This is an optimization exercise on Yosys and OpenROAD, whose aim is small area, not a production implementation.
Function was checked by simulation only, so behaviour that the tests miss may differ from the original.
The clock input has no modelled driver; a real chip could not lean on it and would need a root buffer or a full tree.
Power and IR drop assume default switching activity.

## flight_top
module flight_top (
    input  logic        clk100mhz,
    input  logic        btnC,
    input  logic [15:0] sw,
    output logic [15:0] led
);
clock: 10.0 ns
lec_check: 0
cap_margin: 20
core_margin: 2
core_utilization: 40
cts_buf_list: sky130_fd_sc_hd__clkbuf_8
cts_cluster_diameter: 100
cts_cluster_size: 40
slew_margin: 20
run.sh (not shown) runs the stock make flow with config.mk's settings and CLKGATE_MAP_FILE= SYNTH_SCRIPT=/design/flow/synth_recipe.tcl, a recipe that flattens the netlist after the stock synthesis.
Rerun with:
==> flow/flow/run.sh (new file) <==
#!/bin/bash
# Standard layout, with small port buffers and a clock tree without dummy loads.
set -euo pipefail
bash standard.sh finish \
  BUFFER_PORTS_ARGS="-buffer_cell sky130_fd_sc_hd__buf_1" \
  CTS_ARGS="-sink_clustering_enable -repair_clock_nets -dont_use_dummy_load -sink_clustering_size 32 -sink_clustering_max_diameter 100 -buf_list sky130_fd_sc_hd__clkbuf_8" \
  > make.log 2>&1
==> flow/standard.sh (new file) <==
#!/bin/bash
# synth_recipe.tcl (not shown) runs the flow's synth.tcl, then flattens the netlist and writes it again
# the make line also repeats each setting of config.mk as NAME=value (left out here)
make -C /OpenROAD-flow-scripts/flow DESIGN_CONFIG=/design/flow/config.mk WORK_HOME=/design/flow/orfs CLKGATE_MAP_FILE= SYNTH_SCRIPT=/design/flow/synth_recipe.tcl "${@:-finish}"
Settings changed: CTS_BUF_LIST sky130_fd_sc_hd__clkbuf_8 to not set, CTS_CLUSTER_DIAMETER 100 to not set, CTS_CLUSTER_SIZE 40 to not set.
removed: flow/run.sh
After rerunning: Critical path depth does not change; cell count is lower by 2.5%; cell area is lower by 7.0%; via count is lower by 0.85%; setup slack gains 0.070 ns; wire length is lower by 1.3%; utilization is lower by 3.4 points; first-iteration DRC count is lower by 18%; flip-flop and latch count does not change; count of clock-buffer cells in the layout does not change; global-route usage is lower by 0.18 points.
Rerun with:
==> flow/flow/run.sh (replaced) <==
#!/bin/bash
# Standard layout, with small port buffers and a clock tree without dummy loads.
set -euo pipefail
bash standard.sh finish \
  BUFFER_PORTS_ARGS="-buffer_cell sky130_fd_sc_hd__buf_1" \
  CTS_ARGS="-sink_clustering_enable -repair_clock_nets -dont_use_dummy_load -sink_clustering_size 20 -sink_clustering_max_diameter 60 -buf_list sky130_fd_sc_hd__clkbuf_4" \
  > make.log 2>&1
Settings changed: CORE_UTILIZATION 40 to 75, PLACE_DENSITY set to 0.85.
The new run ran to the end with no violations.
Worst setup slack gets worse by 0.21 ns.
Global-route usage is higher by 12 points.
Clock skew is higher by 0.013 ns.
Rerun with:
Settings changed: CORE_UTILIZATION 75 to 40, PLACE_DENSITY 0.85 to not set.
What happened:
- flip-flop and latch count is unchanged
- global-route usage drops by 12 points
- non-clock buffer count climbs by 1
- register-to-register slack improved by 0.20 ns
- power climbs slightly

Starting RTL as in the previous note.
Settings: LEC_CHECK=0, CAP_MARGIN=20, CORE_MARGIN=2, CORE_UTILIZATION=40, SLEW_MARGIN=20; clock period 10.0 ns.
Stock flow here: none of the scripts above is used.
==> next run, changes <==
CTS_BUF_LIST = sky130_fd_sc_hd__clkbuf_4   (was unset)
CTS_CLUSTER_DIAMETER = 60   (was unset)
CTS_CLUSTER_SIZE = 20   (was unset)
What happened: The new run ran to the end with no violations; wire length falls by 4.8%; final area went down by 5.9%; area after synthesis does not change; critical path depth stays the same; clock skew increases by 0.013 ns; power goes down by 20%; combinational power hardly moves; non-clock buffer count stays the same; clock power drops by 36%; worst hold slack is about the same; sequential share of layout area climbs by 3.3 points.

== sierra ==
The RTL this note starts from:
==> flow/design.v <==
module flight_top (
    input  logic        clk100mhz,
    input  logic        btnC,
    input  logic [15:0] sw,
    output logic [15:0] led
);
    logic rst;
    assign rst = btnC;
    logic [16:0] m, mq;
    assign m = ~mq;
    logic        fresh;    
    logic        upd;
    assign upd = m[16] & m[15] & m[10] & m[9] & m[7] & m[5];
    always_ff @(posedge clk100mhz) begin
        if (rst) mq <= ~17'd0;
        else     mq <= ~((m + 17'd1) & ~({17{upd}} & 17'd100000));
        fresh <= rst | (fresh & ~upd);
    end
    logic [4:0] t;
    assign t = m[4:0];
    logic hz, p1, p2;
    assign hz = (m[16:7] == 10'd0);
    assign p1 = hz & ~m[6] &  m[5] & ~t[4];     
    assign p2 = hz &  m[6] & ~m[5];             
    logic lo8, lo16, t0, t31;
    assign lo8  = ~t[4] & ~t[3];
    assign lo16 = ~t[4];
    assign t0   = (t == 5'd0);
    assign t31  = (t == 5'd31);
    logic [7:0]  L, N, C, Il;
    logic [15:0] R, E, Ih;
    logic [12:0] P;
    logic [7:0]  V;
    logic L_t, N_t, C_t, Il_t, R_t, E_t, Ih_t, P_t;
    assign L_t  = L[7];
    assign N_t  = N[7];
    assign C_t  = C[7];
    assign Il_t = Il[7];
    assign R_t  = R[15];
    assign E_t  = E[15];
    assign Ih_t = Ih[15];
    assign P_t  = P[12];
    logic vsel, astr;
    assign vsel = V[t[2:0]];
    assign astr = t[3] ? vsel : L_t;
    logic cr_q, cr_in, r_x, r_s, r_c;
    assign cr_in = t0 ? 1'b0 : cr_q;
    assign r_x   = lo8 & (m[6] ? C_t : N_t);
    assign {r_c, r_s} = R_t + r_x + cr_in;
    logic nf_in, neg_o;
    assign neg_o = astr ^ nf_in;
    logic sg_q;
    logic g1, g3, g5, g7;
    assign g1 = (t[3:0] != 4'd0);
    assign g3 = t[3] | t[2] | (t[1] & t[0]);
    assign g5 = t[3] | (t[2] & (t[1] | t[0]));
    assign g7 = t[3] | (t[2] & t[1] & t[0]);
    logic x1, x2, x3, x4, x5;
    assign x1 = m[6] ? astr : (g7 & E[6]);
    assign x2 = m[6] ? R_t  : ~(g3 & E[2]);
    assign x3 = m[6] ? (lo8 ? Il_t : Ih_t) : ~(g5 & P[2]);
    assign x4 = m[6] ? (t[4] ? sg_q : E_t) : ~(g3 & P[0]);
    assign x5 = g1 & Ih[8];
    logic [3:0] k_q, k_in;
    assign k_in = t0 ? {1'b0, ~m[6], ~m[6], ~m[6]} : k_q;
    logic sa, ca, sb, cb, sc, cc, sd, cd;
    assign {ca, sa} = x1 + x2 + k_in[0];
    assign {cb, sb} = x3 + x4 + k_in[1];
    assign {cc, sc} = x5 + sa + k_in[2];
    assign {cd, sd} = sb + sc + k_in[3];
    assign nf_in = k_in[2];
    assign sg_q  = k_q[3];
    logic d_s, i_s;
    assign d_s = sa;
    assign i_s = sb;
    always_ff @(posedge clk100mhz) begin
        cr_q <= r_c;
        k_q[0] <= ca;
        k_q[1] <= cb;
        k_q[2] <= m[6] ? (nf_in | astr) : cc;
        k_q[3] <= m[6] ? (t[4] ? sg_q : E_t) : cd;
    end
    logic w_l, w_n1, w_n2, w_r, w_e, w_p, w_il, w_ih;
    assign w_l  = p2 & lo8;
    assign w_n1 = p1 & t[3];
    assign w_n2 = p2 & ~t[4] & t[3];
    assign w_r  = (p1 | p2) & lo16;
    assign w_e  = p2 & lo16;
    assign w_p  = p2 & (t < 5'd13);
    assign w_il = p2 & lo8;
    assign w_ih = p2 & (t[4] ^ t[3]);
    logic L_h, N_h, C_h, R_h, E_h, P_h, Il_h, Ih_h;
    assign L_h  = ~fresh & (w_l  ? d_s : L_t);
    assign N_h  = w_n1 ? sd : w_n2 ? d_s : N_t;      
    assign C_h  = ~fresh & (w_n2 ? N_t : C_t);
    assign R_h  = ~fresh & (w_r  ? r_s : R_t);
    assign E_h  = w_e  ? neg_o : E_t;                
    assign P_h  = ~fresh & (w_p  ? E_t : P_t);
    assign Il_h = ~fresh & (w_il ? i_s : Il_t);
    assign Ih_h = ~fresh & (w_ih ? i_s : Ih_t);
    always_ff @(posedge clk100mhz) begin
        L  <= {L[6:0], L_h};
        C  <= {C[6:0], C_h};
        R  <= {R[14:0], R_h};
        E  <= {E[14:0], E_h};
        P  <= {P[11:0], P_h};
        Il <= {Il[6:0], Il_h};
        Ih <= {Ih[14:0], Ih_h};
        if (upd)
            N <= {sw[1], sw[2], sw[3], sw[4], sw[5], sw[6], sw[7], sw[0]};
        else
            N <= {N[6:0], N_h};
        if (rst)      V <= 8'd0;
        else if (upd) V <= {N[0], N[1], N[2], N[3], N[4], N[5], N[6], N[7]};
    end
    assign led = {8'd0, V};
endmodule
clock: 10.0 ns
lec_check: 0
abc_area: 1
cap_margin: 20
core_margin: 2
core_utilization: 75
place_density: 0.85
slew_margin: 20
standard.sh (not shown) runs the stock make flow with config.mk's settings and CLKGATE_MAP_FILE= SYNTH_SCRIPT=/design/flow/synth_recipe.tcl, a recipe that flattens the netlist after the stock synthesis.
==> flow/flow/run.sh <==
#!/bin/bash
# Standard layout with: small port buffers, one shared tie cell, logic
# re-mapped for area (restructure) with gates
# at their smallest drive strength, and a hand-made clock tree (the clock
# port drives four clkbuf_16, each feeding one cluster of flip-flops).
set -euo pipefail
F="$PWD/flow"
bash standard.sh finish \
  SKIP_REPAIR_TIE_FANOUT=1 \
  POST_FLOORPLAN_TCL="$F/restructure.tcl" \
  BUFFER_PORTS_ARGS="-buffer_cell sky130_fd_sc_hd__buf_1" \
  PRE_CTS_TCL="$F/mtree.tcl" \
  POST_CTS_TCL="$F/mpost.tcl" \
  CTS_ARGS="-clk_nets clk100mhz -sink_clustering_enable -repair_clock_nets -dont_use_dummy_load -buf_list sky130_fd_sc_hd__clkbuf_4" \
  > make.log 2>&1
==> flow/flow/mtree.tcl <==
set bufm sky130_fd_sc_hd__clkbuf_16
set slew_target 0.118
set db [ord::get_db]
set block [ord::get_db_block]
set clknet [$block findNet clk100mhz]
set sinks [$clknet getITerms]
set pts {}
foreach it $sinks {
  set loc [[$it getInst] getLocation]
  lappend pts [list [lindex $loc 0] [lindex $loc 1]]
}
set n [llength $pts]

proc kmeans {pts K} {
  set n [llength $pts]
  set order [lsort -integer -index 0 $pts]
  set cent {}
  for {set k 0} {$k < $K} {incr k} {
    lappend cent [lindex $order [expr {int(($k + 0.5) * $n / $K)}]]
  }
  for {set iter 0} {$iter < 50} {incr iter} {
    set asg {}
    foreach p $pts {
      set best 0; set bd 1e30
      for {set k 0} {$k < $K} {incr k} {
        set c [lindex $cent $k]
        set d [expr {abs([lindex $p 0]-[lindex $c 0]) + abs([lindex $p 1]-[lindex $c 1])}]
        if {$d < $bd} { set bd $d; set best $k }
      }
      lappend asg $best
    }
    set newc {}
    for {set k 0} {$k < $K} {incr k} {
      set sx 0; set sy 0; set cnt 0
      foreach p $pts a $asg {
        if {$a == $k} { set sx [expr {$sx + [lindex $p 0]}]; set sy [expr {$sy + [lindex $p 1]}]; incr cnt }
      }
      if {$cnt > 0} { lappend newc [list [expr {$sx / $cnt}] [expr {$sy / $cnt}]] } else { lappend newc [lindex $cent $k] }
    }
    set cent $newc
  }
  return [list $cent $asg]
}

proc max_clk_slew {} {
  set mx 0
  foreach p [get_pins -hierarchical */CLK] {
    foreach pr {slew_max_rise slew_max_fall} {
      set s [get_property $p $pr]
      if {$s > $mx} { set mx $s }
    }
  }
  return $mx
}

set master [$db findMaster $bufm]
set saved_prop [llength [get_clocks -filter is_propagated]]
set_propagated_clock [all_clocks]
for {set K 4} {$K <= 6} {incr K} {
  lassign [kmeans $pts $K] cent asg
  set bufs {}
  set nets {}
  for {set k 0} {$k < $K} {incr k} {
    set inst [odb::dbInst_create $block $master "mtree_buf_$k"]
    set net  [odb::dbNet_create $block "mtree_net_$k"]
    $net setSigType CLOCK
    set c [lindex $cent $k]
    $inst setLocation [lindex $c 0] [lindex $c 1]
    $inst setPlacementStatus PLACED
    [$inst findITerm A] connect $clknet
    [$inst findITerm X] connect $net
    foreach it $sinks a $asg {
      if {$a == $k} { $it disconnect; $it connect $net }
    }
    lappend bufs $inst
    lappend nets $net
  }
  estimate_parasitics -placement
  set s [max_clk_slew]
  puts "mtree: K=$K estimated max clock-pin slew [format %.1f [expr {$s * 1e3}]] ps"
  if {$s < $slew_target || $K == 6} { break }
  # undo and try one more cluster
  foreach it $sinks { $it disconnect; $it connect $clknet }
  foreach inst $bufs { [$inst findITerm A] disconnect; [$inst findITerm X] disconnect; odb::dbInst_destroy $inst }
  foreach net $nets { odb::dbNet_destroy $net }
}
if {!$saved_prop} { unset_propagated_clock [all_clocks] }
puts "mtree: $n sinks in $K clusters"
Other scripts of this flow, unchanged in this note and not shown: flow/flow/downsize.tcl, flow/flow/mpost.tcl, flow/flow/restructure.tcl
The flow did not stop early for sierra: all stages ran, and the layout cleared the timing, design-rule and antenna checks.
Input-level comparison between onyx and sierra:
Settings: CAP_MARGIN: 20 -> 0; SLEW_MARGIN: 20 -> 0.
diff --git a/flow/flow/mtree.tcl b/flow/flow/mtree.tcl
--- a/flow/flow/mtree.tcl
+++ b/flow/flow/mtree.tcl
@@ -22 +22,5 @@
-    set asg {}
+    # balanced assignment: nearest free cluster, closest pairs first, at
+    # most ceil(n/K) sinks per cluster
+    set cap [expr {($n + $K - 1) / $K}]
+    set pairs {}
+    set i 0
@@ -24 +27,0 @@
-      set best 0; set bd 1e30
@@ -27,2 +30 @@
-        set d [expr {abs([lindex $p 0]-[lindex $c 0]) + abs([lindex $p 1]-[lindex $c 1])}]
-        if {$d < $bd} { set bd $d; set best $k }
+        lappend pairs [list [expr {abs([lindex $p 0]-[lindex $c 0]) + abs([lindex $p 1]-[lindex $c 1])}] $i $k]
@@ -30 +32,9 @@
-      lappend asg $best
+      incr i
+    }
+    set asg [lrepeat $n -1]
+    set used [lrepeat $K 0]
+    foreach pr [lsort -real -index 0 $pairs] {
+      lassign $pr d i k
+      if {[lindex $asg $i] >= 0 || [lindex $used $k] >= $cap} { continue }
+      lset asg $i $k
+      lset used $k [expr {[lindex $used $k] + 1}]
### Flow results
Clock group power delta (onyx − sierra): favourable. Diff onyx..sierra | first-pass GRT wire length | negligible. onyx packs its core more loosely than sierra. Looking at proportion of power drawn by combinational gates, onyx sits 0.2 points higher than sierra does. Of sierra and onyx, onyx shows the lower final critical delay including setup and external delays, with sierra above it. Per the comparison of onyx with sierra, via count lost 56; cell count lost about 1%; transition time at the pin with the least slew margin picked up an extra 0.075 ns; global-route usage picked up an extra 0.31 points; routed wire length picked up an extra about 0.9%. Measured against each other, sierra and onyx differ in layout-stage area growth over the synthesis result, the higher figure coming from sierra.
--- input diff onyx..garnet ---
Settings: changing CAP_MARGIN from 0 to 20; changing SLEW_MARGIN from 0 to 20.
### Flow results
- On utilization, onyx tracks garnet almost exactly.
- As far as initial core utilization goes, garnet and onyx are indistinguishable; the numbers are identical.
- Every run (onyx and garnet) finished clean.
- Diff onyx..garnet | total number of vias | negligible
- Global routing usage summed across all routing layers came out exactly the same in onyx and garnet.
The clock cells of onyx and garnet come from the design's own scripts or RTL, not from TritonCTS.

Q:
// flight_top: RTL as listed in full above, without the edits since
export LEC_CHECK = 0
export ABC_AREA = 1
export CAP_MARGIN = 20
export CORE_MARGIN = 2
export CORE_UTILIZATION = 75
export PLACE_DENSITY = 0.85
export SLEW_MARGIN = 20
create_clock -name core_clock -period 10.0 [get_ports {clk100mhz}]
Scripts as last shown in full above: flow/flow/run.sh
Other scripts of this flow, unchanged in this note and not shown: flow/flow/downsize.tcl, flow/flow/mpost.tcl, flow/flow/mtree.tcl, flow/flow/restructure.tcl
Inputs modified between Q and P:
- a deleted ABC_AREA that had been 1
==> notes.md <==
P against Q: sequential power neither gained nor lost much, clock period minus worst slack went up, routed wire length down about 2.7%.
Share of cell area taken by multi-input logic gates in P is 0.41 points above Q.
Q and P ended up with roughly the same clock power.
In every run of this note, the design's own scripts or RTL, not TritonCTS, make the clock network.

flight_top, a different RTL version from the one above (not shown whole).
For scale: about 130 flip-flops, about 34 I/O pins.
Settings: LEC_CHECK=0, CAP_MARGIN=20, CORE_MARGIN=2, CORE_UTILIZATION=75, PLACE_DENSITY=0.85, SLEW_MARGIN=20; clock period 10.0 ns.
==> flow/flow/run.sh <==
#!/bin/bash
# Standard layout with: small port buffers, one shared tie cell, and a clock
# tree without dummy loads.
set -euo pipefail
bash standard.sh finish \
  SKIP_REPAIR_TIE_FANOUT=1 \
  POST_FLOORPLAN_TCL="$PWD/flow/downsize.tcl" \
  BUFFER_PORTS_ARGS="-buffer_cell sky130_fd_sc_hd__buf_1" \
  CTS_ARGS="-sink_clustering_enable -repair_clock_nets -dont_use_dummy_load -buf_list sky130_fd_sc_hd__clkbuf_4" \
  > make.log 2>&1
==> flow/flow/downsize.tcl <==
# Timing has several ns of slack, so give every logic gate the smallest
# drive strength of its kind (the cell with the least area); registers and
# adders are left as they are. Later repair steps still upsize any cell that
# needs it for slew or capacitance.
set db [ord::get_db]
set block [ord::get_db_block]
set n 0
set saved 0.0
foreach inst [$block getInsts] {
  set m [[$inst getMaster] getName]
  if {![regexp {^(sky130_fd_sc_hd__([a-z0-9]+))_([0-9]+)$} $m -> base kind drive]} { continue }
  if {[regexp {^(df|edf|sdf|dl|fa|ha|conb|tap|fill|decap|diode|clk)} $kind]} { continue }
  set best $m
  set barea [[$inst getMaster] getArea]
  foreach d {0 1 2 4 6 8 12 16} {
    set cand "${base}_$d"
    if {$cand eq $m} { continue }
    set cm [$db findMaster $cand]
    if {$cm eq "NULL" || $cm eq ""} { continue }
    if {[llength [get_lib_cells -quiet */$cand]] == 0} { continue }
    set lc [get_lib_cells */$cand]
    if {[get_property $lc dont_use]} { continue }
    if {[$cm getArea] < $barea} { set best $cand; set barea [$cm getArea] }
  }
  if {$best ne $m} {
    set saved [expr {$saved + ([[$inst getMaster] getArea] - $barea) / 1e6}]
    replace_cell [$inst getName] [get_lib_cells */$best]
    incr n
  }
}
puts "downsize: $n cells made smaller, [format %.1f $saved] um2 saved"
Rerun with:
--- a/flow/flow/run.sh
+++ b/flow/flow/run.sh
@@ -6,3 +6,2 @@
   SKIP_REPAIR_TIE_FANOUT=1 \
-  POST_FLOORPLAN_TCL="$PWD/flow/downsize.tcl" \
   BUFFER_PORTS_ARGS="-buffer_cell sky130_fd_sc_hd__buf_1" \
removed: flow/flow/downsize.tcl
What happened: Area after synthesis does not change. Non-clock buffer count is unchanged. Worst setup slack is better by 0.013 ns. Total power barely changes. Sequential power stays flat. Critical path depth is unchanged. Wire length grows by 6.5%. Cell area grows by 0.74%.
Rerun with:
- ABC_AREA: unset -> 1
Result: Core utilization went up by 0.17 points. Hold slack gets worse by 0.020 ns. Final cell count went up by 9.9%. Final area barely changes. Clock-buffer cell count does not change. Non-clock buffer count stays the same. Maximum frequency went up by 7.4%. Via count went up by 0.37%. Power went down by 2.0%. Routed wire length went down by 14%.
Rerun with:
- ABC_AREA: 1 -> unset
- CAP_MARGIN: 20 -> 0
- SLEW_MARGIN: 20 -> 0
- via count went down by 0.36%
- total power rose by 2.1%
- synthesized area stays flat
- die area stays flat
- register-to-register slack degrades by 0.26 ns
- sequential share of layout area is higher by 0.13 points
- clock skew rises by 0.0037 ns
- global-route usage grows by 1.8 points
- worst hold slack is better by 0.020 ns

## port drivers added, routing unchanged
How much do the figures lean on ideal ports? The routed layouts below were timed once more, with nothing changed but the port constraints.
Step 1 (the two cells are an assumption about what drives the block):
set clk [get_ports {clk100mhz}]
set_driving_cell -lib_cell sky130_fd_sc_hd__clkbuf_16 $clk
set_driving_cell -lib_cell sky130_fd_sc_hd__buf_2 [delete_from_list [all_inputs] $clk]
Step 2 also shifts input and output timing later by t, the mid clock arrival at the registers, as if the neighbouring blocks saw the same clock.
Three values: ideal, step 1, step 2; two values: the first two.
run | shift t [ns] | setup WS [ns] | worst slew at a driven data input, ns | cell pins on the clock port's net
the first run of note 1 | 0.440 | 6.499 / 6.499 / 6.499 | 0.03 | 1
the second run of note 1 | 0.429 | 6.568 / 6.568 / 6.568 | 0.03 | 1
the third run of note 1 | 0.501 | 6.355 / 6.355 / 6.355 | 0.05 | 1
the fourth run of note 1 | 0.494 | 6.555 / 6.555 / 6.555 | 0.03 | 1
the first run of note 2 | 0.530 | 6.492 / 6.492 / 6.492 | 0.03 | 1
the second run of note 2 | 0.511 | 6.496 / 6.496 / 6.496 | 0.03 | 1
sierra | 0.497 | 5.872 / 5.872 / 5.872 | 0.03 | 1
onyx | 0.237 | 5.947 / 5.947 / 5.947 | 0.04 | 4
garnet | 0.237 | 5.947 / 5.947 / 5.947 | 0.04 | 4
Q | 0.237 | 5.914 / 5.914 / 5.914 | 0.03 | 4
P | 0.238 | 5.855 / 5.855 / 5.855 | 0.03 | 4
the first run of note 5 | 0.514 | 6.243 / 6.243 / 6.243 | 0.03 | 1
the second run of note 5 | 0.504 | 6.256 / 6.256 / 6.256 | 0.05 | 1
the third run of note 5 | 0.506 | 6.513 / 6.513 / 6.513 | 0.03 | 1
the fourth run of note 5 | 0.504 | 6.256 / 6.256 / 6.256 | 0.05 | 1
After both steps every run listed still meets setup and hold.
